What follows belongs to an exercise in optimizing a design on an open flow for small area, a short achievable clock period and few clock cycles per item; a production flow would make more cautious choices. Function was checked by simulation only, so behaviour that the tests miss may differ from the original. No activity file was given, so power comes from the tool's default toggle rates.

Setup of run A:
## memoryModule
module memoryModule #(
	parameter ramWidth = 8,
	parameter addrSize = 8) (
	input clk, rst, isIndirect,
	input [1:0] cntrl,
	input [addrSize-1:0] addr,
	input [ramWidth-1:0] dataIn,
	output [ramWidth-1:0] dataOut,
	output dataReady
	);
	reg ph;                  
	reg [15:0] ptrH, ptrL;   
	wire [7:0] rdata;
	wire startInd = cntrl[1] & isIndirect & ~ph;
	assign dataReady = cntrl[1] & (ph | ~isIndirect);
	assign dataOut = rdata;
	wire we = cntrl == 2'b11 && (ph || !isIndirect);
	wire [7:0] wdata = rst ? 8'd0 : we ? dataIn : rdata;
	wire [7:0] lt = addr & {8{~ph}};
	wire [7:0] lf = ~addr & {8{~ph}};
	wire [15:0] Hn, Ln;
	genvar g, b;
	generate
		for (g = 0; g < 16; g = g + 1) begin : dec
			g_a41oi uh (.a1(g[3] ? lt[7] : lf[7]), .a2(g[2] ? lt[6] : lf[6]),
			            .a3(g[1] ? lt[5] : lf[5]), .a4(g[0] ? lt[4] : lf[4]),
			            .b1(ptrH[g]), .y(Hn[g]));
			g_a41oi ul (.a1(g[3] ? lt[3] : lf[3]), .a2(g[2] ? lt[2] : lf[2]),
			            .a3(g[1] ? lt[1] : lf[1]), .a4(g[0] ? lt[0] : lf[0]),
			            .b1(ptrL[g]), .y(Ln[g]));
		end
	endgenerate
	wire [255:0] row;
	wire [2047:0] words;
	generate
		for (g = 0; g < 256; g = g + 1) begin : word
			reg [7:0] q;
			g_o21ai ur (.a1(Hn[g/16]), .a2(Ln[g%16]), .b1(~rst), .y(row[g]));
			assign words[g*8 +: 8] = q;
			always @(posedge clk)
				if (row[g]) q <= wdata;
		end
	endgenerate
	generate
		for (b = 0; b < 8; b = b + 1) begin : rbit
			wire [31:0] s1;
			wire [15:0] s2;
			wire [3:0] s3;
			wire [1:0] s4;
			for (g = 0; g < 32; g = g + 1) begin : t1
				g_ao8 u (.r(row[8*g +: 8]),
  ...
Size in the first run: roughly 30 I/O pins, roughly 75,000 um^2 of cells after synthesis.
==> flow/config.mk <==
export PLATFORM = sky130hd
export DESIGN_NAME = memoryModule
export DESIGN_NICKNAME = memoryModule
export VERILOG_FILES = /design/flow/design.v
export SDC_FILE = /design/flow/constraint.sdc
export NUM_CORES = 4
export LEC_CHECK = 0
export CAP_MARGIN = 20
export CORE_MARGIN = 2
export CORE_UTILIZATION = 60
export CTS_CLUSTER_DIAMETER = 80
export CTS_CLUSTER_SIZE = 28
export GPL_TIMING_DRIVEN = 0
export SETUP_SLACK_MARGIN = 0.75
export SLEW_MARGIN = 20
export SYNTH_HIERARCHICAL = 1
export SYNTH_MINIMUM_KEEP_SIZE = 0
export TNS_END_PERCENT = 5
==> flow/constraint.sdc <==
create_clock -name core_clock -period 6.0 [get_ports {clk}]
set_input_delay 1.2000 -clock core_clock [delete_from_list [all_inputs] [get_ports {clk}]]
set_output_delay 1.2000 -clock core_clock [all_outputs]
set_load 0.01 [all_outputs]
standard.sh (not shown) runs the stock make flow with config.mk's settings and CLKGATE_MAP_FILE= SYNTH_SCRIPT=/design/flow/synth_recipe.tcl, a recipe that flattens the netlist after the stock synthesis.
==> flow/flow/run.sh <==
#!/bin/bash
# Standard layout, with the ports buffered by plain buffers (buf_4, which the
# resizer may size up or down within the buf footprint) instead of the delay
# cells buffer_ports picks by default.
set -euo pipefail
bash standard.sh "BUFFER_PORTS_ARGS=-buffer_cell sky130_fd_sc_hd__buf_4" finish > standard.log 2>&1
Run A ended with every stage complete and zero timing, DRC or antenna violations.
Testbench counts of run A, summed over its fixed seeds: cycles 7,680, items 6,400.
Inputs modified between run A and run B:
Settings: SETUP_SLACK_MARGIN: 0.75 -> 0.5.
==> comparison <==
Looking at run B and run A, the number of nets with antenna violations after detailed routing is a wash. On detailed-router iteration count before antenna repair, the lower figure sits with run B, not run A. The combinational group share of total power number comes out higher for run A vs run B. Tightest slew margin relative to the limit: run B vs run A — no meaningful difference. [compare] base=run A new=run B: diode insertion count for antenna repair closely matched the old numbers, buffering overhead decreased by 3.1 points relative to the old numbers, final area decreased by 4600 um^2 relative to the old numbers, post-CTS repair timing setup buffer count decreased by 128 relative to the old numbers. Run B vs run A: switching share of power down. Diff run A -> run B | quantity of gates resized following cts | down by more than a quarter. Multi-input combinational area share down 0.86 points in run B wrt run A.
Inputs modified between run B and run C:
Settings: SETUP_SLACK_MARGIN: 0.5 -> 1.0.
==> comparison <==
- As far as count of clock-buffer cells in the layout goes, run C and run B are indistinguishable; the numbers are identical.
- In run C, the final critical-path setup slack came out 360 ps above the value in run B.
- Comparing run C and run B, routed wire length per instance is higher on run B.
- Looking at capturing element of the worst setup path, the dataOut[7] result is from run C; the dataOut[4] one comes from run B.
- From run B to run C the numbers moved as follows: total wire length after detailed routing shows an increase of about 5%, number of antenna violations at the first check in global routing rose 2, share of the cycle needed by the critical path after routing decreased by 6.0 points relative to the old numbers, via count moved up.
#### Input delta (run D over run C)
Settings: a change of CORE_UTILIZATION from 60 to 66.
--- outcome ---
The higher combined global-route utilization of all metal layers of run C and run D is in run D. Post-route core utilization on run D is up relative to run C. Diff run C -> run D | power per standard cell area | decrease of 2.2%. Portion of total power attributed to combinational logic: run D higher than run C. Cmp run C and run D / post-route minimum period / lower: run C. Run D ended up with a lower die area than run C did. Delta (run D minus run C): top fanout value on the critical path saw an increase; final cell count rose 83.

[static timing again, ports no longer ideal]
Ports are ideal in the flow. The routed layouts listed here were re-timed in OpenROAD.
Step 1 assumes that a clkbuf_16 drives the clock port and a buf_2 every other input.
Step 2, shift: input delay + t, output delay - t, t = (earliest + latest rising clock arrival at the registers) / 2. This alone moves slack from input paths to output paths.
Slacks: ideal / step 1 / step 2; pairs: ideal / step 1.
run | t (ns) | setup slack, ns | worst setup path at the end | pins driven straight from the clock port
run A | 0.789 | 0.584 / 0.533 / 0.030 | input to register | 1
run B | 0.780 | 0.275 / 0.192 / -0.090 | input to register | 1
run C | 0.782 | 0.633 / 0.523 / -0.026 | input to register | 1
run D | 0.784 | 0.612 / 0.473 / -0.152 | input to register | 1
Met with ideal ports but missed after step 2: setup timing in run B, run C and run D. The setup slack of run D, which loses most, moves by -0.139 ns with the drivers and by -0.764 ns with both steps.
